Context: an optimization exercise on an open-source flow, tuned for small area. The choices shown serve that exercise and are no tape-out recipe. Function was checked by simulation only, so behaviour that the tests miss may differ from the original. No activity file was given, so power comes from the tool's default toggle rates.

$ cat flow/design.v
`timescale 1ns/1ps
`default_nettype none
module serial_divide;
endmodule
`default_nettype none
`timescale 1ns/1ps
module cf_cpu (
	input wire clk,
	input wire rst_n,
	output wire [16:0] bus_address,
	output wire bus_wr_en,
	output wire bus_io_flag,
	output wire bus_burst,
	output wire [15:0] bus_data_in,
	output wire bus_enable,
	input wire bus_ready,
	input wire [15:0] bus_data_out
);
	reg [3:0]  bc;
	reg [6:0]  st;
	reg        sy;
	reg [15:0] rA, rX, rR0, rR1, rS, rP, rT;
	reg [15:0] M, AR;
	reg [7:0]  IR;
	reg [3:0]  cnt;
	reg        c, q, zf, zAr;
	reg        f_slt, f_seq, f_ult, f_eq;
	wire ph0  = (bc == 4'd0);
	wire ph7  = (bc == 4'd7);
	wire ph15 = (bc == 4'd15);
	wire [2:0] md = IR[2:0];
	wire zA   = zAr & ~rA[0];           
	wire zfn  = zf & ~M[0];            
	wire last = (cnt == 4'd15);
	wire port = (AR[7:2] == 6'b111100);
	wire s_O_C8 = (st == 7'd72);
	wire s_O_C9 = (st == 7'd73);
	wire s_O_CA = (st == 7'd74);
	wire s_O_CB = (st == 7'd75);
	wire s_O_CC = (st == 7'd76);
	wire s_O_CD = (st == 7'd77);
	wire s_O_CE = (st == 7'd78);
	wire s_O_CF = (st == 7'd79);
	wire s_O_D0 = (st == 7'd80);
	wire s_O_D1 = (st == 7'd81);
	wire s_O_D2 = (st == 7'd82);
	wire s_O_D3 = (st == 7'd83);
	wire s_O_D4 = (st == 7'd84);
	wire s_O_D5 = (st == 7'd85);
	wire s_O_D6 = (st == 7'd86);
	wire s_O_D7 = (st == 7'd87);
	wire s_O_D8 = (st == 7'd88);
	wire s_O_D9 = (st == 7'd89);
	wire s_O_DA = (st == 7'd90);
	wire s_O_DB = (st == 7'd91);
	wire s_O_DC = (st == 7'd92);
	wire s_O_DD = (st == 7'd93);
	wire s_O_DE = (st == 7'd94);
	wire s_O_DF = (st == 7'd95);
	wire s_O_E0 = (st == 7'd96);
	wire s_O_E1 = (st == 7'd97);
	wire s_O_E2 = (st == 7'd98);
	wire s_O_E3 = (st == 7'd99);
	wire s_O_E4 = (st == 7'd100);
	wire s_O_E5 = (st == 7'd101);
	wire s_O_E6 = (st == 7'd102);
	wire s_O_E7 = (st == 7'd103);
	wire s_O_E8 = (st == 7'd104);
	wire s_O_E9 = (st == 7'd105);
	wire s_O_EA = (st == 7'd106);
	wire s_O_EB = (st == 7'd107);
	wire s_O_ED = (st == 7'd109);
	wire s_O_EF = (st == 7'd111);
	wire s_O_F0 = (st == 7'd112);
	wire s_O_F1 = (st == 7'd113);
	wire s_O_F2 = (st == 7'd114);
	wire s_O_F3 = (st == 7'd115);
	wire s_O_F4 = (st == 7'd116);
	wire s_O_F5 = (st == 7'd117);
	wire s_O_F6 = (st == 7'd118);
	wire s_O_F7 = (st == 7'd119);
	wire s_O_F8 = (st == 7'd120);
	wire s_O_F9 = (st == 7'd121);
	wire s_O_FA = (st == 7'd122);
	wire s_X_0 = (st == 7'd32);
	wire s_X_1 = (st == 7'd33);
	wire s_X_2 = (st == 7'd34);
	wire s_X_3 = (st == 7'd35);
	wire s_X_4 = (st == 7'd36);
	wire s_X_5 = (st == 7'd37);
	wire s_X_6 = (st == 7'd38);
	wire s_X_7 = (st == 7'd39);
	wire s_X_8 = (st == 7'd40);
	wire s_X_9 = (st == 7'd41);
	wire s_X_B = (st == 7'd43);
	wire s_X_C = (st == 7'd44);
	wire s_MD0 = (st == 7'd48);
	wire s_MD1 = (st == 7'd49);
	wire s_MD2 = (st == 7'd50);
	wire s_MD3 = (st == 7'd51);
	wire s_MD4 = (st == 7'd52);
	wire s_MD5 = (st == 7'd53);
	wire s_MD6 = (st == 7'd54);
	wire s_MD7 = (st == 7'd55);
	wire s_FETCH = (st == 7'd0);
	wire s_INIT = (st == 7'd1);
	wire s_AM = (st == 7'd2);
	wire s_OPN = (st == 7'd3);
	wire s_DATA = (st == 7'd4);
	wire s_LEA = (st == 7'd5);
	wire s_JM = (st == 7'd6);
	wire s_SJB = (st == 7'd7);
	wire s_MSTEP = (st == 7'd8);
	wire s_SHLT = (st == 7'd9);
	wire s_TRIAL = (st == 7'd10);
	wire s_STEP = (st == 7'd11);
	wire s_SHIFTA = (st == 7'd12);
	wire s_SWB = (st == 7'd13);
	wire s_SWC = (st == 7'd14);
	wire s_SWE = (st == 7'd15);
	wire s_PD = (st == 7'd16);
	wire s_IOA = (st == 7'd17);
	wire s_SWP2 = (st == 7'd18);
	wire s_SWP3 = (st == 7'd19);
	wire s_RDOP = (st == 7'd24);
	wire s_RDP = (st == 7'd25);
	wire s_RDO = (st == 7'd26);
	wire s_WR = (st == 7'd27);
	wire s_RDT = (st == 7'd28);
	wire s_SWA = (st == 7'd29);
	wire s_SWV = (st == 7'd30);
	wire s_IOX = (st == 7'd31);
	wire c_aA = (~st[6] & ~st[4] & st[3] & st[2] & ~st[0]) | (st[5] & ~st[4] & ~st[3] & ~st[1] & st[0]) | (~st[6] & st[5] & ~st[4] & st[1] & ~st[0]) | (~st[6] & st[5] & ~st[4] & st[2] & st[0]) | (~st[6] & st[5] & st[3] & ~st[0]) | (~st[5] & st[4] & ~st[3] & st[2] & st[1] & ~st[0]) | (st[6] & st[4] & st[3] & st[2] & st[1] & ~st[0]) | (st[6] & ~st[4] & ~st[3] & st[2] & ~st[0]) | (st[5] & st[3] & st[2] & st[1]) | (st[6] & st[5] & st[4] & ~st[3] & ~st[1] & ~st[0]) | (st[6] & st[5] & st[4] & ~st[2] & st[1] & st[0]) | (s_DATA & ((~IR[4]) | (IR[3] & ~IR[0])));
	wire c_aX = (~st[6] & st[5] & st[4] & ~st[2] & st[1]) | (~st[5] & st[4] & ~st[3] & st[2] & st[1] & st[0]) | (st[6] & ~st[4] & ~st[3] & st[2] & st[1] & st[0]) | (st[6] & st[5] & ~st[4] & st[3] & ~st[1] & ~st[0]) | (s_DATA & ((IR[4] & IR[0]) | (IR[4] & ~IR[3])));
	wire c_aR = (~st[6] & ~st[5] & st[4] & ~st[3] & st[1] & ~st[0]) | (st[6] & st[5] & st[4] & ~st[1] & st[0]) | (st[6] & st[5] & st[4] & st[1] & ~st[0]) | (st[6] & st[5] & st[4] & st[2] & st[0]) | (st[5] & st[4] & st[3]);
	wire c_aS = (~st[6] & st[4] & ~st[3] & st[2]) | (st[6] & ~st[5] & st[4] & st[3] & ~st[1]) | (st[6] & ~st[5] & st[4] & st[3] & ~st[2]) | (st[6] & st[4] & st[3] & st[1] & st[0]);
	wire c_aP = (~st[5] & ~st[3] & ~st[2] & ~st[1] & ~st[0]) | (~st[5] & ~st[4] & ~st[3] & st[1] & st[0]) | (~st[6] & st[5] & st[4] & ~st[2] & ~st[1]) | (st[6] & ~st[5] & ~st[3] & ~st[1]) | (st[6] & ~st[5] & ~st[3] & ~st[2]) | (st[5] & ~st[4] & st[3] & st[1] & ~st[0]) | (st[6] & st[5] & st[3] & ~st[2] & st[1] & st[0]);
	wire c_aT = (~st[6] & ~st[5] & ~st[4] & st[3] & ~st[2]) | (st[6] & st[5] & ~st[4] & st[3] & ~st[2] & ~st[1] & st[0]);
	wire c_aM = (~st[5] & ~st[4] & ~st[3] & ~st[2] & st[1] & ~st[0]) | (~st[6] & ~st[5] & st[4] & ~st[3] & st[1] & st[0]);
	wire c_aAR = (~st[5] & ~st[4] & ~st[3] & st[2] & ~st[1] & st[0]) | (~st[6] & ~st[4] & st[3] & st[2] & st[0]);
	wire c_bM = (~st[6] & ~st[4] & st[2] & st[1] & ~st[0]) | (~st[6] & ~st[4] & st[3] & st[1] & ~st[0]) | (~st[6] & st[5] & ~st[4] & ~st[2] & ~st[0]) | (~st[6] & st[5] & ~st[4] & ~st[1] & st[0]) | (~st[6] & st[5] & ~st[4] & st[2] & st[0]);
	wire c_bN = (~st[5] & ~st[4] & ~st[3] & st[2] & st[1] & st[0]) | (~st[6] & ~st[5] & st[4] & ~st[3] & ~st[1] & st[0]) | (~st[6] & st[5] & st[4] & ~st[2] & st[1] & st[0]) | (~st[6] & st[4] & ~st[3] & st[2] & ~st[1] & ~st[0]) | (st[6] & ~st[5] & ~st[3] & ~st[2] & st[1] & st[0]) | (st[6] & ~st[5] & st[4] & st[3] & ~st[2] & st[1]);
	wire c_bA = (st[6] & ~st[4] & ~st[3] & ~st[2] & st[1] & ~st[0]) | (st[6] & st[5] & st[3] & ~st[1] & ~st[0]) | (st[6] & st[5] & st[4] & st[2] & st[1] & st[0]);
	wire c_bK2 = (~st[6] & ~st[4] & st[3] & st[2] & st[0]) | (~st[6] & ~st[5] & st[4] & ~st[3] & ~st[1] & ~st[0]) | (~st[6] & st[5] & st[4] & ~st[1] & st[0]) | (~st[6] & st[4] & ~st[3] & st[2] & st[1] & ~st[0]) | (st[6] & ~st[5] & ~st[3] & ~st[2] & ~st[1] & st[0]) | (st[6] & ~st[5] & ~st[3] & ~st[2] & st[1] & ~st[0]) | (st[6] & ~st[5] & st[4] & st[3] & ~st[1]) | (s_MD0 & ((~IR[6] & ~IR[3]) | (~IR[7] & ~IR[3])));
	wire c_bK6 = (st[5] & st[3] & st[2] & ~st[1] & st[0]);
	wire c_bKF = (~st[5] & ~st[4] & ~st[3] & ~st[2] & ~st[1] & st[0]);
	wire c_bV = (st[6] & ~st[5] & ~st[4]) | (st[6] & ~st[4] & ~st[3] & ~st[2] & st[1] & st[0]);
	wire c_bMQ = (~st[6] & ~st[5] & ~st[4] & st[3] & ~st[2] & ~st[1] & ~st[0]) | (~st[6] & ~st[5] & ~st[4] & st[3] & ~st[2] & st[1] & st[0]);
	wire c_inv = (~st[6] & ~st[4] & st[3] & st[1] & ~st[0]) | (st[5] & ~st[4] & ~st[3] & ~st[2] & st[1] & ~st[0]) | (~st[6] & st[5] & st[3] & ~st[2] & ~st[0]) | (st[6] & ~st[5] & st[4] & st[3] & ~st[2] & ~st[0]) | (st[6] & st[4] & st[3] & st[2] & ~st[1]) | (st[6] & ~st[4] & ~st[3] & ~st[1] & st[0]) | (st[6] & st[5] & ~st[3] & st[2] & ~st[1] & st[0]) | (st[6] & st[5] & st[4] & st[2] & st[1] & ~st[0]);
	wire c_cin = (~st[5] & ~st[4] & ~st[3] & ~st[2] & ~st[1] & ~st[0]) | (~st[5] & ~st[4] & ~st[3] & ~st[2] & st[1] & st[0]) | (~st[6] & ~st[4] & st[3] & st[1] & ~st[0]) | (st[5] & ~st[4] & ~st[2] & st[1] & ~st[0]) | (~st[6] & st[5] & st[3] & ~st[2] & ~st[0]) | (st[6] & ~st[5] & ~st[3] & ~st[2] & st[1] & st[0]) | (~st[5] & st[4] & ~st[3] & st[2] & ~st[1]) | (st[6] & ~st[5] & st[4] & st[3] & ~st[1] & ~st[0]) | (st[6] & st[4] & st[3] & ~st[2] & st[1] & ~st[0]) | (st[6] & st[4] & st[3] & st[2] & ~st[1]) | (st[6] & ~st[4] & ~st[3] & st[2] & ~st[1] & ~st[0]) | (st[6] & st[5] & st[3] & ~st[2] & st[1]) | (st[5] & st[4] & st[3] & st[0]) | (s_MD0 & ((IR[3]) | (IR[7] & IR[6])));
	wire c_invq = (~st[6] & ~st[5] & ~st[4] & st[3] & ~st[2] & st[1] & st[0]);
	wire c_invz = (~st[6] & ~st[4] & st[3] & st[2] & st[1] & st[0]);
	wire c_oAND = (~st[6] & st[5] & ~st[4] & st[2] & ~st[1] & st[0]);
	wire c_oOR = (~st[6] & st[5] & ~st[4] & st[2] & st[1] & ~st[0]);
	wire c_oXOR = (~st[6] & st[5] & ~st[4] & st[2] & st[1] & st[0]) | (st[6] & ~st[4] & ~st[3] & ~st[2] & ~st[1] & st[0]);
	wire c_oSHL = (~st[6] & ~st[5] & ~st[4] & st[3] & ~st[2] & ~st[1] & st[0]) | (~st[6] & ~st[4] & st[3] & st[2] & ~st[1] & ~st[0]);
	wire c_ciQ = (~st[6] & ~st[5] & ~st[4] & st[3] & st[2] & ~st[1] & ~st[0]);
	wire c_ciA = (~st[6] & ~st[5] & ~st[4] & st[3] & ~st[2] & ~st[1] & st[0]);
	wire c_wA = (~st[5] & ~st[4] & st[3] & st[2] & ~st[1] & ~st[0]) | (~st[6] & ~st[5] & st[4] & ~st[3] & st[1] & ~st[0]) | (st[5] & ~st[4] & ~st[3] & ~st[2] & ~st[0]) | (st[5] & ~st[4] & ~st[3] & ~st[1] & st[0]) | (~st[6] & st[5] & ~st[4] & st[1] & ~st[0]) | (st[5] & ~st[4] & ~st[3] & st[2] & st[0]) | (~st[6] & st[5] & st[3] & ~st[2] & ~st[0]) | (st[6] & ~st[5] & ~st[4]) | (st[6] & st[4] & st[3] & st[2] & st[1] & st[0]) | (st[6] & ~st[4] & ~st[3] & st[0]) | (st[6] & ~st[4] & st[2] & ~st[1]) | (st[6] & ~st[4] & ~st[1] & st[0]) | (st[6] & st[5] & ~st[3] & ~st[1] & st[0]) | (st[6] & st[5] & ~st[3] & ~st[2] & st[1] & ~st[0]) | (st[6] & st[5] & st[4] & st[2] & st[1] & ~st[0]);
	wire c_wX = (~st[5] & ~st[4] & ~st[3] & st[2] & ~st[1] & st[0]) | (~st[6] & st[5] & st[3] & ~st[1] & st[0]) | (st[6] & ~st[4] & ~st[3] & st[2] & st[1] & ~st[0]) | (st[6] & st[5] & ~st[4] & st[3] & ~st[1] & ~st[0]) | (st[5] & st[4] & st[3] & st[0]) | (st[5] & st[4] & st[3] & st[1]);
	wire c_wR = (~st[6] & ~st[5] & st[4] & ~st[3] & st[1] & st[0]) | (st[5] & st[3] & st[2] & st[1]) | (st[6] & st[5] & st[4] & ~st[2] & ~st[1] & ~st[0]) | (st[6] & st[5] & st[4] & st[2] & st[0]) | (st[6] & st[5] & st[4] & st[2] & st[1]) | (st[5] & st[4] & st[3]);
	wire c_wS = (~st[6] & st[4] & ~st[3] & st[2] & ~st[1] & st[0]) | (st[6] & ~st[5] & st[4] & st[3] & ~st[0]) | (st[6] & ~st[5] & st[4] & st[3] & ~st[1]) | (st[6] & ~st[5] & st[4] & st[3] & ~st[2]) | (s_MD6 & ((~IR[3]) | (~IR[4]) | (~IR[7]) | (IR[5])));
	wire c_wP = (~st[5] & ~st[4] & ~st[3] & ~st[2] & ~st[1]) | (~st[5] & ~st[4] & ~st[3] & st[1] & st[0]) | (~st[5] & ~st[3] & st[2] & st[1] & ~st[0]) | (~st[6] & st[5] & st[4] & ~st[2] & ~st[1]) | (st[6] & ~st[5] & ~st[3] & ~st[1] & st[0]) | (st[6] & ~st[5] & ~st[3] & st[1] & ~st[0]) | (st[6] & ~st[5] & ~st[3] & ~st[2] & st[0]) | (~st[5] & st[4] & ~st[3] & st[2] & ~st[0]) | (st[5] & ~st[4] & st[3] & st[1] & ~st[0]) | (st[6] & st[5] & st[3] & ~st[2] & st[1] & st[0]);
	wire c_wT = (~st[6] & ~st[5] & ~st[4] & st[3] & ~st[2] & st[0]) | (~st[6] & st[5] & ~st[4] & ~st[3] & ~st[2] & st[1] & st[0]) | (~st[6] & st[5] & ~st[4] & ~st[3] & st[2] & ~st[1] & ~st[0]);
	wire c_wAR = (~st[5] & ~st[4] & ~st[3] & ~st[2] & ~st[0]) | (~st[5] & ~st[4] & ~st[3] & st[2] & ~st[1] & st[0]) | (~st[6] & ~st[4] & st[3] & st[2] & st[0]) | (~st[6] & st[4] & ~st[3] & ~st[1] & st[0]) | (~st[6] & st[5] & st[4]) | (st[6] & ~st[5] & ~st[3] & ~st[2] & ~st[0]) | (st[6] & ~st[5] & st[4] & ~st[2] & ~st[1]) | (~st[5] & st[4] & ~st[3] & st[2] & st[1] & st[0]) | (st[6] & st[4] & st[3] & st[2] & ~st[1]);
	wire c_arA = (~st[5] & ~st[4] & ~st[3] & ~st[2] & ~st[1] & ~st[0]) | (~st[6] & st[5] & st[4] & ~st[2] & ~st[1]) | (~st[6] & st[5] & st[4] & ~st[1] & st[0]) | (~st[6] & st[4] & ~st[3] & st[2] & st[1] & ~st[0]) | (st[6] & ~st[5] & ~st[3] & ~st[2] & st[1] & ~st[0]) | (st[6] & ~st[5] & st[4] & ~st[2] & ~st[1] & st[0]);
	wire c_msh = (~st[6] & ~st[4] & st[1] & ~st[0]) | (~st[6] & ~st[4] & st[3] & ~st[2] & ~st[0]) | (~st[6] & ~st[5] & ~st[4] & st[3] & ~st[2] & st[1]) | (~st[6] & ~st[4] & st[3] & st[2] & ~st[1] & st[0]) | (~st[6] & ~st[5] & st[4] & ~st[3] & ~st[1]) | (st[4] & ~st[3] & ~st[2] & st[1] & st[0]) | (~st[6] & st[5] & ~st[4] & ~st[2] & ~st[0]) | (~st[6] & st[5] & ~st[4] & ~st[1] & st[0]) | (~st[6] & ~st[3] & st[2] & ~st[1] & ~st[0]) | (~st[6] & ~st[4] & ~st[3] & st[2] & st[1]) | (st[6] & ~st[5] & st[4] & st[3] & ~st[2] & st[1]) | (st[5] & st[4] & st[2] & ~st[1] & ~st[0]);
	wire c_mZ = (~st[5] & ~st[4] & ~st[3] & st[2] & ~st[1] & ~st[0]) | (~st[6] & ~st[4] & st[3] & st[2] & st[1] & ~st[0]) | (~st[6] & ~st[5] & st[4] & ~st[3] & ~st[1] & ~st[0]) | (st[6] & st[5] & st[4] & ~st[2] & st[1] & st[0]) | (st[6] & st[5] & st[4] & st[2] & ~st[1] & ~st[0]);
	wire c_mR = (~st[5] & ~st[4] & ~st[3] & st[1] & ~st[0]) | (~st[6] & ~st[4] & st[3] & ~st[2] & ~st[0]) | (~st[6] & ~st[5] & ~st[4] & st[3] & ~st[2] & st[1]) | (~st[6] & ~st[4] & st[3] & st[2] & ~st[1] & st[0]) | (~st[6] & ~st[5] & st[4] & ~st[3] & st[1] & st[0]) | (~st[6] & st[5] & ~st[4] & ~st[1] & st[0]) | (~st[6] & st[5] & ~st[4] & ~st[3] & ~st[0]) | (~st[6] & st[5] & ~st[4] & st[2] & st[0]);
	wire c_mS = (~st[5] & ~st[4] & ~st[3] & st[2] & st[1] & st[0]) | (st[6] & ~st[5] & ~st[3] & ~st[2] & st[1] & st[0]);
	wire c_rsh = (~st[6] & ~st[5] & ~st[4] & st[3] & ~st[2] & ~st[1] & ~st[0]);
	wire c_shxL = (st[5] & st[3] & st[2] & ~st[0]);
	wire c_shxR = (~st[6] & st[5] & st[3] & st[1]);
	wire c_sx = (~st[5] & ~st[4] & ~st[3] & st[2] & st[1] & st[0]) | (st[6] & ~st[5] & ~st[3] & ~st[2] & st[1] & st[0]);
	wire c_qA1 = (~st[6] & ~st[5] & ~st[4] & st[3] & ~st[2] & ~st[1] & ~st[0]) | (~st[6] & st[5] & ~st[4] & ~st[3] & ~st[2] & st[1] & st[0]);
	wire c_qC = (~st[6] & ~st[5] & ~st[4] & st[3] & ~st[2] & ~st[1] & st[0]);
	wire c_qOr = (~st[6] & ~st[4] & st[3] & ~st[2] & st[1] & ~st[0]);
	wire c_cmpf = (~st[6] & st[5] & st[3] & ~st[2] & ~st[0]);
	wire c_cinc = (~st[6] & ~st[5] & ~st[4] & st[3] & ~st[1] & ~st[0]) | (~st[6] & st[5] & st[3] & st[1]) | (st[5] & st[3] & st[2] & ~st[0]);
	wire c_cclr = (~st[5] & ~st[4] & ~st[3] & ~st[2] & ~st[1] & ~st[0]);
	wire c_vF = (st[6] & ~st[5] & ~st[4]);
	wire c_vZ = (st[6] & ~st[4] & ~st[3] & ~st[2] & st[1] & st[0]);
	wire c_bus = (~st[6] & st[4] & st[3]);
	wire c_busW = (~st[6] & st[4] & st[3] & ~st[2] & st[1] & st[0]) | (s_IOX & ((~IR[0])));
	wire c_io = (~st[6] & st[4] & st[3] & st[2] & st[1] & st[0]);
	wire c_rdop = (~st[6] & st[4] & st[3] & ~st[2] & ~st[1] & ~st[0]);
	wire c_b8 = (s_RDO & ((IR[3] & ~IR[0]) | (IR[3] & ~IR[2]) | (IR[3] & IR[1]))) | (s_WR & ((~IR[6] & IR[3])));
	wire c_nx0 = (~st[5] & ~st[4] & ~st[3] & st[2] & ~st[1] & ~st[0]) | (~st[6] & ~st[4] & st[3] & st[1] & ~st[0]) | (~st[6] & ~st[5] & st[4] & ~st[3] & ~st[0]) | (~st[6] & st[4] & st[3] & st[2] & ~st[1] & st[0]) | (~st[6] & st[5] & st[3] & ~st[2] & ~st[0]) | (~st[6] & st[5] & st[4] & ~st[2] & st[0]) | (~st[6] & st[4] & ~st[3] & st[2] & ~st[0]) | (~st[6] & st[4] & ~st[3] & st[2] & st[1]) | (~st[5] & st[4] & ~st[3] & st[2] & st[1] & st[0]) | (st[6] & ~st[5] & st[4] & st[3] & ~st[2] & st[1]) | (st[5] & ~st[4] & st[3] & st[1] & ~st[0]) | (st[6] & st[5] & st[3] & ~st[2] & st[1] & st[0]) | (s_O_D4 & ((zA))) | (s_O_D5 & ((~zA))) | (s_X_4 & ((~zfn))) | (s_X_B & ((~last))) | (s_MD2 & ((IR[7] & ~IR[5] & IR[4] & IR[3]))) | (s_AM & ((IR[7] & ~IR[5] & IR[4] & IR[3]))) | (s_OPN & ((IR[7] & ~IR[6] & ~IR[5] & IR[4] & IR[3]))) | (s_SHIFTA & ((~last))) | (s_SWE & ((~zf))) | (s_RDOP & ((IR[0]))) | (s_RDO & ((IR[4])));
	wire c_nx1 = (~st[5] & ~st[4] & ~st[3] & st[2] & ~st[1] & ~st[0]) | (~st[6] & ~st[5] & st[3] & ~st[2] & ~st[1] & st[0]) | (~st[6] & ~st[4] & st[3] & st[1] & ~st[0]) | (~st[6] & ~st[4] & st[3] & st[2] & ~st[1] & st[0]) | (~st[6] & st[4] & ~st[3] & ~st[1] & ~st[0]) | (~st[6] & ~st[5] & st[4] & ~st[3] & ~st[0]) | (~st[6] & st[4] & st[2] & ~st[1] & ~st[0]) | (~st[6] & st[3] & st[2] & st[1] & ~st[0]) | (~st[6] & st[5] & st[3] & ~st[2] & ~st[0]) | (st[5] & st[4] & ~st[2] & st[1] & st[0]) | (~st[6] & st[4] & ~st[3] & st[2] & ~st[1]) | (st[6] & ~st[5] & st[4] & st[3] & ~st[2] & st[1]) | (st[5] & st[4] & st[2] & ~st[1] & ~st[0]) | (s_O_D4 & ((zA))) | (s_O_D5 & ((~zA))) | (s_X_B & ((~last))) | (s_MD2 & ((~IR[7]) | (~IR[5] & ~IR[3]) | (~IR[5] & ~IR[4]) | (IR[5] & IR[4] & IR[3]))) | (s_AM & ((~IR[7]) | (~IR[5] & ~IR[3]) | (~IR[5] & ~IR[4]) | (IR[5] & IR[4] & IR[3]))) | (s_OPN & ((~IR[7]) | (~IR[5] & ~IR[3]) | (~IR[5] & ~IR[4]) | (IR[5] & IR[4] & IR[3]))) | (s_RDOP & ((IR[1]))) | (s_RDO & ((IR[5])));
	wire c_nx2 = (~st[6] & ~st[5] & ~st[4] & st[3] & st[1] & st[0]) | (~st[6] & st[3] & st[2] & ~st[1] & st[0]) | (~st[6] & st[3] & st[2] & st[1] & ~st[0]) | (~st[6] & ~st[5] & st[4] & ~st[3] & ~st[1] & st[0]) | (st[4] & st[3] & st[2] & ~st[1]) | (st[6] & ~st[5] & ~st[3] & ~st[2] & ~st[1] & ~st[0]) | (~st[5] & st[4] & ~st[3] & st[2] & st[1] & st[0]) | (st[6] & ~st[5] & st[4] & st[3] & ~st[1] & st[0]) | (s_O_D1 & ((zA))) | (s_O_D2 & ((~zA))) | (s_O_D4 & ((zA))) | (s_O_D5 & ((~zA))) | (s_X_C & ((~last))) | (s_MD2 & ((IR[7] & ~IR[5] & IR[4] & IR[3]) | (IR[7] & IR[5] & ~IR[3]) | (IR[7] & IR[5] & ~IR[4]))) | (s_AM & ((IR[7] & ~IR[5] & IR[4] & IR[3]) | (IR[7] & IR[5] & ~IR[3]) | (IR[7] & IR[5] & ~IR[4]))) | (s_OPN & ((IR[7] & ~IR[6] & ~IR[5] & IR[4] & IR[3]) | (IR[7] & IR[5] & ~IR[3]) | (IR[7] & IR[5] & ~IR[4]))) | (s_DATA & ((IR[6] & IR[1]))) | (s_RDOP & ((IR[2]))) | (s_RDO & ((IR[6])));
	wire c_nx3 = (~st[5] & ~st[3] & ~st[2] & ~st[1] & ~st[0]) | (~st[5] & ~st[4] & ~st[3] & ~st[1] & ~st[0]) | (~st[6] & ~st[5] & ~st[4] & st[3] & st[0]) | (~st[6] & ~st[4] & st[3] & st[1] & ~st[0]) | (~st[6] & st[5] & ~st[4] & ~st[3] & ~st[2] & st[1] & st[0]) | (~st[6] & st[5] & st[4] & ~st[2] & ~st[1]) | (~st[6] & st[4] & st[2] & ~st[1] & st[0]) | (~st[6] & st[4] & ~st[3] & st[2] & st[1]) | (~st[5] & st[4] & ~st[3] & st[2] & st[1] & st[0]) | (st[6] & ~st[5] & st[4] & st[3] & ~st[2] & ~st[1] & st[0]) | (s_O_D1 & ((zA))) | (s_O_D2 & ((~zA))) | (s_X_4 & ((~zfn))) | (s_X_B & ((~last))) | (s_X_C & ((~last))) | (s_MD2 & ((~IR[7]) | (~IR[5] & ~IR[3]) | (~IR[5] & ~IR[4]) | (IR[5] & IR[4] & IR[3]))) | (s_AM & ((~IR[7]) | (~IR[5] & ~IR[3]) | (~IR[5] & ~IR[4]) | (IR[5] & IR[4] & IR[3]))) | (s_OPN & ((~IR[7]) | (~IR[5] & ~IR[3]) | (~IR[5] & ~IR[4]) | (IR[5] & IR[4] & IR[3]))) | (s_MSTEP & ((~last))) | (s_SHIFTA & ((~last))) | (s_RDOP & ((IR[7] & IR[6] & IR[3]))) | (s_RDO & ((IR[7]))) | (s_SWV & ((~zf)));
	wire c_nx4 = (~st[5] & ~st[4] & ~st[3] & ~st[1] & ~st[0]) | (~st[6] & ~st[4] & st[3] & st[2] & st[0]) | (~st[6] & ~st[5] & st[4] & ~st[3] & ~st[0]) | (~st[6] & st[5] & st[4] & ~st[2] & ~st[1]) | (~st[6] & st[4] & ~st[3] & st[2] & st[0]) | (~st[6] & st[4] & ~st[3] & st[2] & st[1]) | (~st[5] & st[4] & ~st[3] & st[2] & st[1] & st[0]) | (st[6] & ~st[5] & st[4] & ~st[2] & ~st[1] & ~st[0]) | (st[6] & ~st[5] & st[4] & st[3] & ~st[2] & ~st[1]) | (st[5] & ~st[4] & st[3] & st[1] & ~st[0]) | (st[6] & st[5] & st[3] & ~st[2] & st[1] & st[0]) | (st[6] & st[5] & st[4] & ~st[2] & st[1] & st[0]) | (st[6] & st[5] & st[4] & st[2] & ~st[1] & ~st[0]) | (s_O_D1 & ((zA))) | (s_O_D2 & ((~zA))) | (s_MD2 & ((~IR[7]) | (~IR[5] & ~IR[3]) | (~IR[5] & ~IR[4]) | (IR[5] & IR[4] & IR[3]))) | (s_AM & ((~IR[7]) | (~IR[5] & ~IR[3]) | (~IR[5] & ~IR[4]) | (IR[5] & IR[4] & IR[3]))) | (s_OPN & ((~IR[7]) | (~IR[5] & ~IR[3]) | (~IR[5] & ~IR[4]) | (IR[5] & IR[4] & IR[3]))) | (s_RDOP & ((~IR[7]) | (~IR[6]) | (~IR[5] & ~IR[3]) | (IR[4]))) | (s_WR & ((IR[6] & ~IR[2])));
	wire c_nx5 = (~st[6] & st[4] & st[3] & ~st[2] & st[1] & ~st[0]) | (~st[6] & st[5] & st[3] & ~st[2] & ~st[0]) | (s_X_4 & ((zfn))) | (s_X_B & ((~last))) | (s_X_C & ((~last))) | (s_RDOP & ((~IR[7]) | (~IR[6]) | (~IR[4] & ~IR[3]) | (IR[5]))) | (s_IOX & ((port) | (IR[0])));
	wire c_nx6 = (~st[6] & st[5] & st[3] & ~st[2] & ~st[0]) | (s_X_4 & ((zfn))) | (s_RDOP & ((IR[7] & IR[6] & IR[3]) | (IR[7] & IR[6] & IR[4]) | (IR[7] & IR[6] & IR[5]))) | (s_WR & ((IR[6] & ~IR[2])));
	wire [6:0] nxt = {c_nx6, c_nx5, c_nx4, c_nx3, c_nx2, c_nx1, c_nx0};
	wire step_end = ph15 & (~c_bus | sy);
	wire en_sh = (cnt < M[3:0]);
	wire rR = IR[0] ? rR0[0] : rR1[0];
	wire a = (c_aA & rA[0]) | (c_aX & rX[0]) | (c_aR & rR) | (c_aS & rS[0]) |
	         (c_aP & rP[0]) | (c_aT & rT[0]) | (c_aM & M[0]) | (c_aAR & AR[0]);
	wire f_sgt = ~f_slt & ~f_seq;
	wire f_ugt = ~f_ult & ~f_eq;
	wire fbase = IR[2] ? (IR[1] ? f_ugt : f_ult) : (IR[1] ? f_sgt : f_slt);
	wire fv    = fbase | (IR[0] & f_eq);
	wire v     = (c_vF & fv) | (c_vZ & zAr);
	wire b = (c_bM & M[0]) | (c_bN & M[8] & (~bc[3] | c_sx)) | (c_bA & rA[0]) |
	         (c_bK2 & (bc == 4'd1)) | (c_bK6 & ((bc == 4'd1) | (bc == 4'd2))) |
	         (c_bKF & bc[3] & bc[2]) | (c_bV & ph0 & v) | (c_bMQ & M[0] & q);
	wire inv_e = c_inv | (c_invq & q) | (c_invz & zf);
	wire cin_e = c_cin | (c_invq & q) | (c_invz & zf);
	wire bi = b ^ inv_e;
	wire ci = ph0 ? ((c_ciQ & q) | (c_ciA & rA[15]) | cin_e) : c;
	wire sum  = a ^ bi ^ ci;
	wire cout = (a & bi) | (a & ci) | (bi & ci);
	wire z  = c_oSHL ? ci : c_oAND ? (a & bi) : c_oOR ? (a | bi) : c_oXOR ? (a ^ bi) : sum;
	wire cn = c_oSHL ? a : cout;
	wire wA_e = c_wA | (c_shxL & en_sh);
	wire rshA = c_rsh | (c_shxR & en_sh);
	wire a15_in = rshA ? (ph0 ? (c_rsh & z) : rA[15]) : (wA_e ? z : rA[0]);
	wire a14_in = (rshA & ~ph0) ? rA[0] : rA[15];
	wire t15_in = c_rsh ? cn : (c_wT ? z : rT[0]);
	wire t14_in = (c_rsh & ~ph0) ? z : rT[15];
	wire m15_in = (c_mZ & z) | (c_mR & M[0]) | (c_mS & M[15]);
	wire ld = c_bus & ~sy & bus_ready;
	always @(posedge clk) begin
		rA  <= {a15_in, a14_in, rA[14:1]};
		rT  <= {t15_in, t14_in, rT[14:1]};
		rX  <= {(c_wX ? z : rX[0]),  rX[15:1]};
		rR0 <= {((c_wR & IR[0]) ? z : rR0[0]), rR0[15:1]};
		rR1 <= {((c_wR & ~IR[0]) ? z : rR1[0]), rR1[15:1]};
		rS  <= {(c_wS ? z : rS[0]),  rS[15:1]};
		rP  <= {(c_wP ? z : rP[0]),  rP[15:1]};
		c   <= cn;
		zAr <= (ph0 | zAr) & ~a15_in;
		if (c_wAR) AR <= {(c_arA ? a : z), AR[15:1]};
		if (ld) M <= bus_data_out;
		else if (c_msh) M <= {m15_in, M[15:1]};
		if (c_msh) zf <= (ph0 | zf) & ~m15_in;
		if (c_rdop & ~sy & bus_ready) IR <= bus_data_out[7:0];
		if (ph15) begin
			if (c_qA1) q <= rA[1];
			if (c_qC)  q <= cn;
			if (c_qOr) q <= q | cn;
		end
		if (c_cmpf) begin
			if (ph15) begin
				f_ult <= ~cn;
				f_eq  <= (ph0 | zAr) & ~a15_in;
			end
			if (IR[3] ? ph7 : ph15) begin
				f_slt <= z ^ ci ^ cn;
				f_seq <= (ph0 | zAr) & ~a15_in;
			end
		end
		if (c_cclr) cnt <= 4'd0;
		else if (c_cinc & step_end) cnt <= cnt + 1'b1;
	end
	always @(posedge clk) begin
		if (!rst_n) begin
			bc  <= 4'd0;
			st  <= 7'd1;
			sy  <= 1'b0;
		end else begin
			bc <= bc + 1'b1;
			if (ld) sy <= 1'b1;
			if (step_end) begin
				st <= nxt;
				sy <= 1'b0;
			end
		end
	end
	assign bus_enable  = c_bus & ~sy;
	assign bus_wr_en   = c_busW;
	assign bus_io_flag = c_io;
	assign bus_burst   = ~c_b8;
	assign bus_address = {~c_io & ~((IR[7:6] == 2'b10) & ((md == 3'd2) | (md == 3'd3) | (md == 3'd4))), AR};
	assign bus_data_in = M;
endmodule
$ cat flow/flow/run.sh
#!/bin/bash
# Layout flow: the standard flow, with smaller port buffers and a clock tree
# built without dummy loads.  Each tool's output goes to a log of its own.
set -e
cp standard.sh standard_sh_copy.log
cat >> config.mk <<'EOF'
export BUFFER_PORTS_ARGS = -buffer_cell sky130_fd_sc_hd__buf_1
export CTS_ARGS = -sink_clustering_enable -repair_clock_nets -dont_use_dummy_load -buf_list sky130_fd_sc_hd__clkbuf_8
EOF
bash standard.sh > standard.log 2>&1
$ cat flow/standard.sh
#!/bin/bash
# synth_recipe.tcl (not shown) runs the flow's synth.tcl, then flattens the netlist and writes it again
# the make line also repeats each setting of config.mk as NAME=value (left out here)
make -C /OpenROAD-flow-scripts/flow DESIGN_CONFIG=/design/flow/config.mk WORK_HOME=/design/flow/orfs CLKGATE_MAP_FILE= SYNTH_SCRIPT=/design/flow/synth_recipe.tcl "${@:-finish}"
$ cat flow/config.mk
export PLATFORM = sky130hd
export DESIGN_NAME = cf_cpu
export DESIGN_NICKNAME = cf_cpu
export VERILOG_FILES = /design/flow/design.v
export SDC_FILE = /design/flow/constraint.sdc
export NUM_CORES = 4
export LEC_CHECK = 0
export ABC_AREA = 1
export CAP_MARGIN = 20
export CORE_MARGIN = 2
export CORE_UTILIZATION = 40
export PLACE_DENSITY = 0.8
export SLEW_MARGIN = 20
export BUFFER_PORTS_ARGS = -buffer_cell sky130_fd_sc_hd__buf_1
export CTS_ARGS = -sink_clustering_enable -repair_clock_nets -dont_use_dummy_load -buf_list sky130_fd_sc_hd__clkbuf_8
$ cat flow/constraint.sdc
create_clock -name core_clock -period 10.0 [get_ports {clk}]
set_input_delay 2.0000 -clock core_clock [delete_from_list [all_inputs] [get_ports {clk}]]
set_output_delay 2.0000 -clock core_clock [all_outputs]
set_load 0.01 [all_outputs]
==> summary.md, run 1 <==
| Metric | Value |
|---|---|
| GRT met3 Usage | 6.53% |
| Hold/Removal Path Class | flop to flop |
| Via count | 6720 |
| CTS Sinks | 176 |
| Distinct cells, synth | 47 |
| Area growth syn-to-layout | 8.17% |
| Reg clk slew, reported paths | 100 ps |
| PD cells | 144 mW/mm² |
| Syn Nets | 928 |
| Slew at the pin with the worst max-slew slack | 1040 ps |
| Element type at the critical path end | output port |
| Synth Register Bits | 176 |
| First-pass GRT wire length | 38600 µm |
| Die Y | 141 µm |
| DIE AREA | 0.0198 mm² |
| Num CTS Buffers | 17 |
| Worst vdd ir | 0.0978 mV |
| Initial antenna violation count | 0 |
| Most Crowded Layer GR | met2 |
| Slew headroom | 30.3% |
| WL per Instance | 21.7 µm |
| Layout cells sized above 1 | 6.51% |
| Max-cap violations | 0 |
| Unrepaired setup endpoints after global routing | false |
| Input/output buffers | 55 |
| Post-Route Setup TNS | 0 ps |
| Die Span X | 141 µm |
| PostCTS Resize Cnt | 0 |
| CTS tree | done |
| Post-Place Worst Slack | 5340 ps |
| Met1 Track Usage GR | 35.4% |
| Leakage | 3.41 nW |
| Vias in the first global route | 6348 |
| Hold buffers post-CTS | 0 |
| Asr flop ratio synth | 0% |
| H-tree levels | 4 |
| Routed wire length | 25700 µm |
| WS Path Type | flop to output port |
| Sequential share of the synthesized area | 53.4% |
| Ant diodes | 0 |
| GRT Overall Usage | 26.5% |
| Number of flops mapped to enable cells by yosys | 46 |
| Cell Area, Synth | 0.00746 mm² |
| DR iter-0 viols | 810 |
| Clk_skew | 32.2 ps |
| Post-Syn Area per Cell | 8.30 µm² |
| Main flop type after synthesis | dfxtp_1 |
| Minimum clock period | 5090 ps |
| Initial Utilization | 41.1% |
| HPWL Detailed | 20000 µm |
| # IOs | 56 |
| # setup viols final | 0 |
| TritonRoute pass-1 iters | 6 |
| Max FO, Critical Path | 22 |
| Met2 GRT Util | 41.1% |
| Grt ovf | 0 |
| Post-route DRC | 0 |
| GP Congestion | 1.06 |
| Setup repair bufs after CTS | 0 |
| Avg Vias per Cell | 5.69 |
| Largest net degree at the start of global routing | 23 |
| Core region area | 0.0181 mm² |
| Net count reported at finish | 984 |
| Final ANT Viol Nets | 0 |
| Skew-Pair Late Insertion Delay | 460 ps |
| Fmax | 197 MHz |
| Max Transition Viols Final | 0 |
| CP Cell Sequence | buf_4 -> inv_2 -> nand2_1 -> nor2_1 -> nand2_1 -> a31oi_1 -> o21ai_0 -> buf_1 |
| # rows | 49 |
| YS warnings | 1 |
| Startpoint type of the worst setup path | flop |
| Clock Path Buffers | 2 |
| Period utilization | 50.9% |
| Most frequent cell on the critical path | nand2_1 |
| Critical Path RT | 8000 ps |
| Worst EP arrival | 3090 ps |
| Synthesized instance count | 898 |
| Status | finished clean |
| Hold Vio Cnt, Final | 0 |
| Critical Path Max Stage Delay | 520 ps |
| Clk root buf | clkbuf_8 |
| Final WS setup | 4910 ps |
| CP max-delay cell | dfxtp_1 |
## metal layers
metal	part of all wire [%]	vias to the layer above
li1	-	3092
met1	43	3140
met2	44	410
met3	9.4	78
met4	4.1	0
met5	0	-
## placed cells by master, fill, tap and decap left out, types with 3 or more instances in the layout
master / count
nand2_1: 223
dfxtp_1: 130
nor2_1: 105
inv_1: 82
buf_1: 55
o21ai_0: 54
nand3_1: 50
edfxtp_1: 46
a21oi_1: 35
nor3_1: 26
nand4_1: 17
clkbuf_8: 17
inv_2: 12
ha_1: 10
nand2_2: 9
a31oi_1: 9
o211ai_1: 7
nor2_2: 6
nor4_1: 6
nor2_4: 4
a41oi_1: 4
or2_2: 3
nor3b_1: 3
o221ai_1: 3
o2111ai_1: 3
a211oi_1: 3
o22ai_1: 3
## Yosys cell counts, drive strengths merged (6+ instances only)
| master | n | area share, % |
|---|---|---|
| nor3 | 26 | 1.7 |
| o21ai | 58 | 4.0 |
| ha | 10 | 1.7 |
| nor2 | 115 | 6.4 |
| o211ai | 7 | 0.70 |
| nor4 | 6 | 0.50 |
| a21oi | 35 | 2.3 |
| nand4 | 17 | 1.4 |
| buf | 12 | 1.4 |
| inv | 94 | 4.7 |
| edfxtp | 46 | 19 |
| dfxtp | 130 | 35 |
| clkbuf | 7 | 0.35 |
| nand3 | 54 | 4.1 |
| a31oi | 9 | 0.75 |
| nand2 | 235 | 13 |
## report_power, final
part,total [mW],leakage (nW),switching [mW],internal [mW]
clock network,0.365,0.122,0.215,0.150
logic,0.0385,1.81,0.0259,0.0126
registers,0.754,1.47,0.00867,0.745
## per-stage QoR
step | instances | hold slack, ps | util (%) | cell area, µm² | total power [mW]
after global routing | 1181 | 298 | 44.4 | 8070 | 1.20
after floorplan | 898 | 310 | - | 7460 | 0.792
after detailed placement | 1164 | 312 | 43.1 | 7830 | 0.808
final | 1181 | 300 | 44.4 | 8070 | 1.16
after global placement | 1164 | 310 | 43.1 | 7830 | 0.807
after CTS | 1181 | 301 | 44.4 | 8060 | 1.17
## final timing paths
kind                      start        endpoint  slack, ps  cells past startpoint
max reg2reg  st[2]$_SDFFE_PN0P_    zf$_DFFE_PP_       5250                     18
min reg2reg      rX[14]$_DFF_P_  rX[13]$_DFF_P_        300                      0
max          st[0]$_SDFFE_PN1P_       bus_burst       4910                      8
min              rX[14]$_DFF_P_  rX[13]$_DFF_P_        300                      0
## cell families (layout without fill, tap and decap cells)
kind of cell	Yosys count	in the layout	synth area share (%)
xor gates and xnor gates	1	1	0.117
and+or+nand+nor	464	464	27.7
adders and majority gates	11	11	1.95
DFF	176	176	53.4
muxes	1	1	0.151
buffers and inverters	114	168	6.49
AOI/OAI and AO/OA	131	131	10.2
## worst max-delay path, delay by kind of cell, from the launching register on
kind / cells / cell delay (ps)
AND/OR/NAND/NOR: 3 / 1080
buffers and inverters: 3 / 760
flip-flops: 1 / 520
AO/OA/AOI/OAI: 2 / 270
## layout make-up
class | count | area, µm²
Clock buffer | 17 | 234
Fill cell | 1892 | 10100
Inverter | 95 | 357
Multi-Input combinational cell | 608 | 2990
Sequential cell | 176 | 3980
Tap cell | 229 | 287
Timing Repair Buffer | 56 | 214
## registers in the layout (all words and copies together), names as in the netlist, 4 cells and up
| signal | flops |
|---|---|
| M | 16 |
| bc | 4 |
| rR0 | 16 |
| rS | 16 |
| st | 7 |
| rT | 16 |
| cnt | 4 |
| rX | 16 |
| rR1 | 16 |
| IR | 8 |
| rP | 16 |
| rA | 16 |
| AR | 16 |
==> run 2: changes to the inputs <==
--- a/flow/config.mk
+++ b/flow/config.mk
@@ -9,7 +9,6 @@
 export CAP_MARGIN = 20
 export CORE_MARGIN = 2
 export CORE_UTILIZATION = 40
-export PLACE_DENSITY = 0.8
 export SLEW_MARGIN = 20
 export BUFFER_PORTS_ARGS = -buffer_cell sky130_fd_sc_hd__buf_1
 export CTS_ARGS = -sink_clustering_enable -repair_clock_nets -dont_use_dummy_load -buf_list sky130_fd_sc_hd__clkbuf_8
==> summary.md, run 2 <==
| Metric | Value |
|---|---|
| Status | finished clean |
| Max FO, Critical Path | 22 |
| Fmax | 195 MHz |
| Worst Path Buf+Inv | 2 |
| Hold path depth | 0 |
| Synth Area in Simple Gates | 27.7% |
| Hold buffers post-CTS | 0 |
| CP max-delay cell | dfxtp_1 |
| Worst EP arrival | 3140 ps |
| Net count reported at finish | 986 |
| Commonest non-fill, non-tap cell in the layout | nand2_1 |
| Clock power frac | 31.1% |
| # rows | 49 |
| Initial antenna violation count | 0 |
| Critical Path RT | 8000 ps |
| Worst reg-to-reg path cell count | 20 |
| Placed cells | 1166 |
| Reg clk slew, reported paths | 90 ps |
| Syn Nets | 928 |
| Startpoint type of the worst setup path | flop |
| PD cells | 142 mW/mm² |
| Grt ovf | 0 |
| Skew-Pair Late Insertion Delay | 450 ps |
| Critical path's top delay family | flip-flops |
| Clk root buf | clkbuf_8 |
| DR iter-0 viols | 836 |
| Post-synthesis mux area share | 0.151% |
| Post-route DRC | 0 |
| Finished Layout Cells | 1183 |
| Input/output buffers | 55 |
| # IOs | 56 |
| Max-cap violations | 0 |
| Sequential share of the synthesized area | 53.4% |
| Via count | 6605 |
| Tot Pwr | 1.15 mW |
| Unrepaired setup endpoints after global routing | false |
| Flop pwr share | 65.6% |
| Period utilization | 51.4% |
| Ant diodes | 0 |
| Leakage | 3.42 nW |
| Top cells by count, synth | nand2_1, dfxtp_1, nor2_1, inv_1, o21ai_0 |
| Initial Utilization | 41.1% |
| Avg Vias per Cell | 5.58 |
| Critical Path Max Stage Delay | 950 ps |
| Complex-gate fraction of the synthesized area | 10.2% |
| Clock Path Buffers | 2 |
| Post-Route Setup TNS | 0 ps |
| WS Path Type | flop to output port |
| Area growth syn-to-layout | 8.41% |
| GRT Overall Usage | 25.5% |
| Final WS setup | 4860 ps |
| GP Congestion | 1.05 |
| PostCTS Resize Cnt | 0 |
| Max Transition Viols Final | 0 |
| WL per Instance | 20.9 µm |
| Num CTS Buffers | 17 |
| Die Span X | 141 µm |
| Die Y | 141 µm |
| Slew headroom | 36.2% |
| Utilization after layout | 44.5% |
| TritonRoute pass-1 iters | 5 |
| Vias in the first global route | 6317 |
| Minimum clock period | 5140 ps |
| Synthesized instance count | 898 |
| P_int | 908 µW |
| Most frequent cell on the critical path | nand2_1 |
| Post-synthesis xor/xnor area fraction | 0.117% |
| H-tree levels | 4 |
| CTS tree | done |
| Final ANT Viol Nets | 0 |
| HPWL Detailed | 18900 µm |
| Largest net degree at the start of global routing | 23 |
| Routed wire length | 24700 µm |
| Combinational share of power | 3.3% |
| Clk_skew | 28.8 ps |
| Core region area | 0.0181 mm² |
| Synth Register Bits | 176 |
| Hold/Removal Path Class | flop to flop |
| Main flop type after synthesis | dfxtp_1 |
| NetSw | 241 µW |
| Post-synth top area share | 34.9% |
| First-pass GRT wire length | 37900 µm |
| Top cells by area, synth | dfxtp_1, edfxtp_1, nand2_1 |
| Adder-Cell Fraction of Synth Area | 1.95% |
| YS warnings | 1 |
| Post-Place Worst Slack | 5450 ps |
| Area leader, netlist | dfxtp_1 |
| Sw Share | 21.0% |
| Slew at the pin with the worst max-slew slack | 955 ps |
| CP Cell Sequence | inv_2 -> nand2_1 -> nor2_1 -> nand2_1 -> a31oi_1 -> o21ai_0 -> buf_1 |
| Element type at the critical path end | output port |
| Most frequent cells in the layout | nand2_1, dfxtp_1, nor2_1 |
| Crit. path cell count | 7 |
| Setup repair bufs after CTS | 0 |
| CTS Sinks | 176 |
| Distinct cells, synth | 47 |
| Top-count cell post-synth | nand2_1 |
| Post-Syn Area per Cell | 8.30 µm² |
| Cell Area, Synth | 0.00746 mm² |
| Worst vdd ir | 0.0719 mV |
| Number of flops mapped to enable cells by yosys | 46 |
| # setup viols final | 0 |
| Hold Vio Cnt, Final | 0 |
| Layout cells sized above 1 | 6.71% |
| Largest family of logic cells by synthesized area | simple AND/OR/NAND/NOR gates |
| Asr flop ratio synth | 0% |
| DIE AREA | 0.0198 mm² |
==> run 2: cell counts after synthesis <==
Identical to the previous run, type by type.
==> run 2: final cells by class <==
class	instances	area (µm²)
tap	229	287
multi-input combinational	608	2990
sequential	176	3980
inverter	95	357
fill	1833	10100
clock buffer	17	234
timing repair buffer	58	229
==> run 2: path summary, 6_finish.rpt <==
check                                         from        endpoint  slack, ps
worst max register to register  st[0]$_SDFFE_PN1P_    zf$_DFFE_PP_       5320
worst min register to register      rS[11]$_DFF_P_  rS[10]$_DFF_P_        310
worst min-delay path                rS[11]$_DFF_P_  rS[10]$_DFF_P_        310
worst max-delay path            st[0]$_SDFFE_PN1P_       bus_burst       4860
==> run 2: kinds of logic after synthesis <==
family | Yosys count
DFF | 176
xor gates and xnor gates | 1
AOI/OAI and AO/OA | 131
muxes | 1
adders and majority gates | 11
buffers and inverters | 114
and+or+nand+nor | 464
==> run 2: layer usage <==
| metal | track usage, % | vias to the layer above | wire (µm) |
|---|---|---|---|
| met4 | 11.9 | 0 | 1060 |
| li1 | - | 3093 | - |
| met1 | 34.7 | 3047 | 10800 |
| met2 | 38.2 | 391 | 10600 |
| met5 | 0 | - | 0 |
| met3 | 6.63 | 74 | 2200 |
==> run 2: worst reg2reg max path: stages, from the launching register on <==
cell      delay (ps)
dfxtp_1          950
inv_2            440
nand2_1          530
nor2_1           130
inv_1            190
nand4_1          110
o21ai_0          200
o211ai_1         120
nor2_1           170
nand2_1           90
nand2_1           70
nand2_1           90
fa_1             450
o21ai_0          190
nand2_1           70
nand2_1          120
nand3_4          150
nand2_4          130
nand2_1          100
nand2_1           80
a21oi_1           40
==> run 2: power groups by stage <==
stage	sequential, mW	combinational [mW]	clock, mW
global placement	0.770	0.0368	0
global route	0.756	0.0434	0.402
floorplan	0.767	0.0251	0
CTS	0.754	0.0378	0.377
detailed placement	0.770	0.0375	0
finish	0.754	0.0377	0.358
==> run 2: per-stage QoR <==
step | instance area [µm²] | hold WS (ps)
final | 8080 | 310
after global routing | 8080 | 311
after CTS | 8080 | 311
after detailed placement | 7850 | 312
after global placement | 7850 | 310
after floorplan | 7460 | 310
==> run 3: changes to the inputs <==
==> flow/flow/run.sh (replaced) <==
#!/bin/bash
# Layout flow: the standard synthesis; then yosys/abc re-maps the
# combinational logic for area, keeping every flip-flop instance (name and
# cell type) as the standard synthesis made it; then the standard ORFS steps
# with buf_1 port buffers and a clock tree of clkbuf_8 without dummy loads.
# Each tool's output goes to a log of its own in this folder.
set -euo pipefail
cat >> config.mk <<'EOF'
export BUFFER_PORTS_ARGS = -buffer_cell sky130_fd_sc_hd__buf_1
export CTS_ARGS = -sink_clustering_enable -repair_clock_nets -dont_use_dummy_load -buf_list sky130_fd_sc_hd__clkbuf_8
EOF
bash standard.sh synth > synth.log 2>&1
R=orfs/results/${FLOW_PLATFORM}/cf_cpu/base
YOSYS=yosys
if [[ -x ${FLOW_HOME}/../tools/install/yosys/bin/yosys ]]; then YOSYS=${FLOW_HOME}/../tools/install/yosys/bin/yosys; fi
cp ${R}/1_2_yosys.v ${R}/1_2_yosys_std.v
REMAP_LIB=${FLOW_HOME}/platforms/sky130hd/lib/sky130_fd_sc_hd__tt_025C_1v80.lib \
REMAP_IN=${R}/1_2_yosys_std.v REMAP_OUT=${R}/1_2_yosys.v REMAP_ABC=flow/area.abc \
  ${YOSYS} -c flow/remap.tcl > remap.log 2>&1
rm -f ${R}/1_synth.odb ${R}/1_synth.sdc
bash standard.sh synth > synth_odb.log 2>&1
bash standard.sh > finish.log 2>&1
==> flow/flow/area.abc (new file) <==
strash
dch -f
map -a
strash
dch -f
map -a
topo
==> flow/flow/remap.tcl (new file) <==
# Re-map the combinational logic of a synthesized sky130hd netlist for area,
# keeping every flip-flop instance (name and cell type) as it is.
yosys -import
set lib $::env(REMAP_LIB)
set in  $::env(REMAP_IN)
set out $::env(REMAP_OUT)
read_liberty -ignore_miss_func -ignore_miss_data_latch $lib
read_verilog $in
hierarchy -top cf_cpu
set ffs [list sky130_fd_sc_hd__dfxtp_1 sky130_fd_sc_hd__edfxtp_1 sky130_fd_sc_hd__dfxtp_2 sky130_fd_sc_hd__dfxtp_4 sky130_fd_sc_hd__edfxtp_1 sky130_fd_sc_hd__dfrtp_1 sky130_fd_sc_hd__dfstp_2 sky130_fd_sc_hd__dfrtp_2 sky130_fd_sc_hd__dfrtp_4 sky130_fd_sc_hd__dfstp_1 sky130_fd_sc_hd__dfstp_4 sky130_fd_sc_hd__sdfxtp_1 sky130_fd_sc_hd__conb_1]
foreach f $ffs { catch { setattr -mod -set keep_hierarchy 1 $f } }
flatten
yosys rename -hide w:*.*
opt_clean -purge
stat
abc -script $::env(REMAP_ABC) -liberty $lib -dont_use sky130_fd_sc_hd__lpflow_* -dont_use sky130_fd_sc_hd__probe*
splitnets
opt_clean -purge
hilomap -singleton -hicell sky130_fd_sc_hd__conb_1 HI -locell sky130_fd_sc_hd__conb_1 LO
foreach f $ffs { catch { blackbox $f } }
stat -liberty $lib
write_verilog -noattr -noexpr -nohex -nodec $out
==> summary.md, run 3 <==
| Metric | Value |
|---|---|
| Fmax | 160 MHz |
| Hold Vio Cnt, Final | 0 |
| CP Cell Sequence | clkinv_1 -> nor2_1 -> clkinv_1 -> nor2_1 -> nor2_1 -> a21oi_1 -> a22oi_1 -> a221oi_1 -> nand3_1 -> nor2_1 -> clkinv_1 -> or2_2 -> nand2_1 -> clkinv_1 -> or2_2 -> a221oi_1 -> a21oi_1 -> or2_2 -> nand2_1 -> a21oi_1 -> a221oi_1 -> nand2_1 |
| Max Transition Viols Final | 0 |
| Via count | 6363 |
| Layout cells sized above 1 | 3.34% |
| Clk root buf | clkbuf_8 |
| Worst vdd ir | 0.132 mV |
| HPWL Detailed | 19500 µm |
| GP Congestion | 1.05 |
| GRT met3 Usage | 8.15% |
| Die Span X | 135 µm |
| Synthesized instance count | 790 |
| Net count reported at finish | 889 |
| Skew-Pair Late Insertion Delay | 480 ps |
| Commonest non-fill, non-tap cell in the layout | nor2_1 |
| Clk_skew | 38.8 ps |
| Fill count | 1655 |
| Status | finished clean |
| Routed wire length | 25700 µm |
| Clock Path Buffers | 2 |
| Core region area | 0.0166 mm² |
| Most Crowded Layer GR | met2 |
| Multi-input gate area | 0.00243 mm² |
| Met1 Track Usage GR | 38.5% |
| Max FO, Critical Path | 16 |
| Num CTS Buffers | 17 |
| Final WS setup | 3730 ps |
| Syn Nets | 809 |
| Worst EP arrival | 6450 ps |
| Largest net degree at the start of global routing | 23 |
| Post-Syn Area per Cell | 8.64 µm² |
| # rows | 47 |
| Reg clk slew, reported paths | 110 ps |
| Most frequent cells in the layout | nor2_1, dfxtp_1, nand2_1 |
| Post-route DRC | 0 |
| Cell Area, Synth | 0.00683 mm² |
| Slew headroom | 34.1% |
| WL per Instance | 23.6 µm |
| Minimum clock period | 6270 ps |
| Area growth syn-to-layout | 11.3% |
| Initial antenna violation count | 1 |
| Tot Pwr | 1.13 mW |
| Hold_ws | 300 ps |
| WS Path Type | flop to flop |
| GRT Overall Usage | 28.9% |
| Initial Utilization | 41.0% |
| Avg Vias per Cell | 5.84 |
| CTS Sinks | 176 |
| Hold buffers post-CTS | 0 |
| Register area | 0.00398 mm² |
| Element type at the critical path end | flop |
| Worst Path Buf+Inv | 4 |
| CTS tree | done |
| TritonRoute pass-1 iters | 9 |
| PD cells | 149 mW/mm² |
| YS warnings | 1 |
| CP max-delay cell | dfxtp_1 |
| DIE AREA | 0.0181 mm² |
| Post-Place Worst Slack | 3960 ps |
| Slew at the pin with the worst max-slew slack | 985 ps |
| # IOs | 56 |
| PostCTS Resize Cnt | 0 |
| Post-Route Setup TNS | 0 ps |
| Unrepaired setup endpoints after global routing | false |
| Critical Path Max Stage Delay | 810 ps |
| Hold/Removal Path Class | flop to flop |
| Utilization after layout | 45.6% |
| Leakage | 2.73 nW |
| First-pass GRT wire length | 38000 µm |
| Grt ovf | 0 |
| Input/output buffers | 55 |
| Max-cap violations | 0 |
| Final ANT Viol Nets | 0 |
| Die Y | 135 µm |
| Startpoint type of the worst setup path | flop |
| Met2 GRT Util | 43.4% |
| # setup viols final | 0 |
| DR iter-0 viols | 804 |
| Period utilization | 62.7% |
| Critical path's top delay family | simple AND/OR/NAND/NOR gates |
| H-tree levels | 4 |
| Critical Path RT | 10180 ps |
| Vias in the first global route | 5938 |
| Setup repair bufs after CTS | 0 |
-- run 3: worst register-to-register path: stages (launching register included) --
cell and delay (ps):
dfxtp_1 810, clkinv_1 560, nor2_1 450, clkinv_1 190
nor2_1 770, nor2_1 70, a21oi_1 160, a22oi_1 110
a221oi_1 250, nand3_1 140, nor2_1 120, clkinv_1 140
or2_2 350, nand2_1 80, clkinv_1 60, or2_2 270
a221oi_1 240, a21oi_1 90, or2_2 290, nand2_1 330
a21oi_1 80, a221oi_1 370, nand2_1 80
-- run 3: path summary, 6_finish.rpt --
path                 startpoint         endpoint  slack [ps]  cells after the start
max          st[1]$_SDFFE_PN0P_  M[15]$_DFFE_PP_        3730                     22
max reg2reg  st[1]$_SDFFE_PN0P_  M[15]$_DFFE_PP_        3730                     22
min reg2reg      rS[14]$_DFF_P_   rS[13]$_DFF_P_         300                      0
min              rS[14]$_DFF_P_   rS[13]$_DFF_P_         300                      0
-- run 3: routing by layer --
layer | routed length, µm | vias to the layer above
li1 | - | 2855
met3 | 2680 | 91
met1 | 10600 | 2964
met4 | 1390 | 0
met2 | 11000 | 453
met5 | 0 | -
-- run 3: cell type report --
type                            instances  share of cell area [%]
Tap cell                              220                    3.62
Timing Repair Buffer                   61                    3.31
Sequential cell                       176                    52.5
Clock buffer                           17                    3.08
Antenna cell                            1                  0.0329
Inverter                              112                    5.54
Multi-Input combinational cell        502                    32.0
-- run 3: where the power goes --
group	leakage [nW]	switching [mW]	internal (mW)
clock	0.122	0.222	0.150
combinational	1.13	0.0139	0.00654
sequential	1.47	0.00458	0.738
-- run 3: metrics by stage --
stage	cells	area [µm²]
2_1_floorplan	790	6830
3_3_place_gp	1071	7350
3_5_place_dp	1071	7360
4_1_cts	1088	7590
5_1_grt	1088	7590
6_report	1089	7590

==> re-timing with driven ports <==
The flow's constraints put no driver on any port. The routed layouts listed below were extracted and timed again, unchanged, in two steps.
Step 1 assumes that a clkbuf_16 drives the clock port and a buf_2 every other input.
Step 2 times the ports against the registers' clock, not the clock port: input delays grow and output delays shrink by t, the midpoint of the rising clock arrivals with the driver on.
a / b / c = no drivers / after step 1 / after step 2; a / b = the first two.
| run | shift t [ns] | setup slack, ns | hold WS [ns] | worst data-port slew with drivers (ns) | pins driven straight from the clock port |
|---|---|---|---|---|---|
| run 1 | 0.479 | 4.913 / 4.872 / 5.253 | 0.300 / 0.300 / 0.300 | 0.04 | 1 |
| run 2 | 0.472 | 4.862 / 4.822 / 5.294 | 0.310 / 0.310 / 0.310 | 0.04 | 1 |
| run 3 | 0.490 | 3.732 / 3.732 / 3.732 | 0.300 / 0.300 / 0.300 | 0.03 | 1 |
After both steps setup and hold are still met in every run listed.
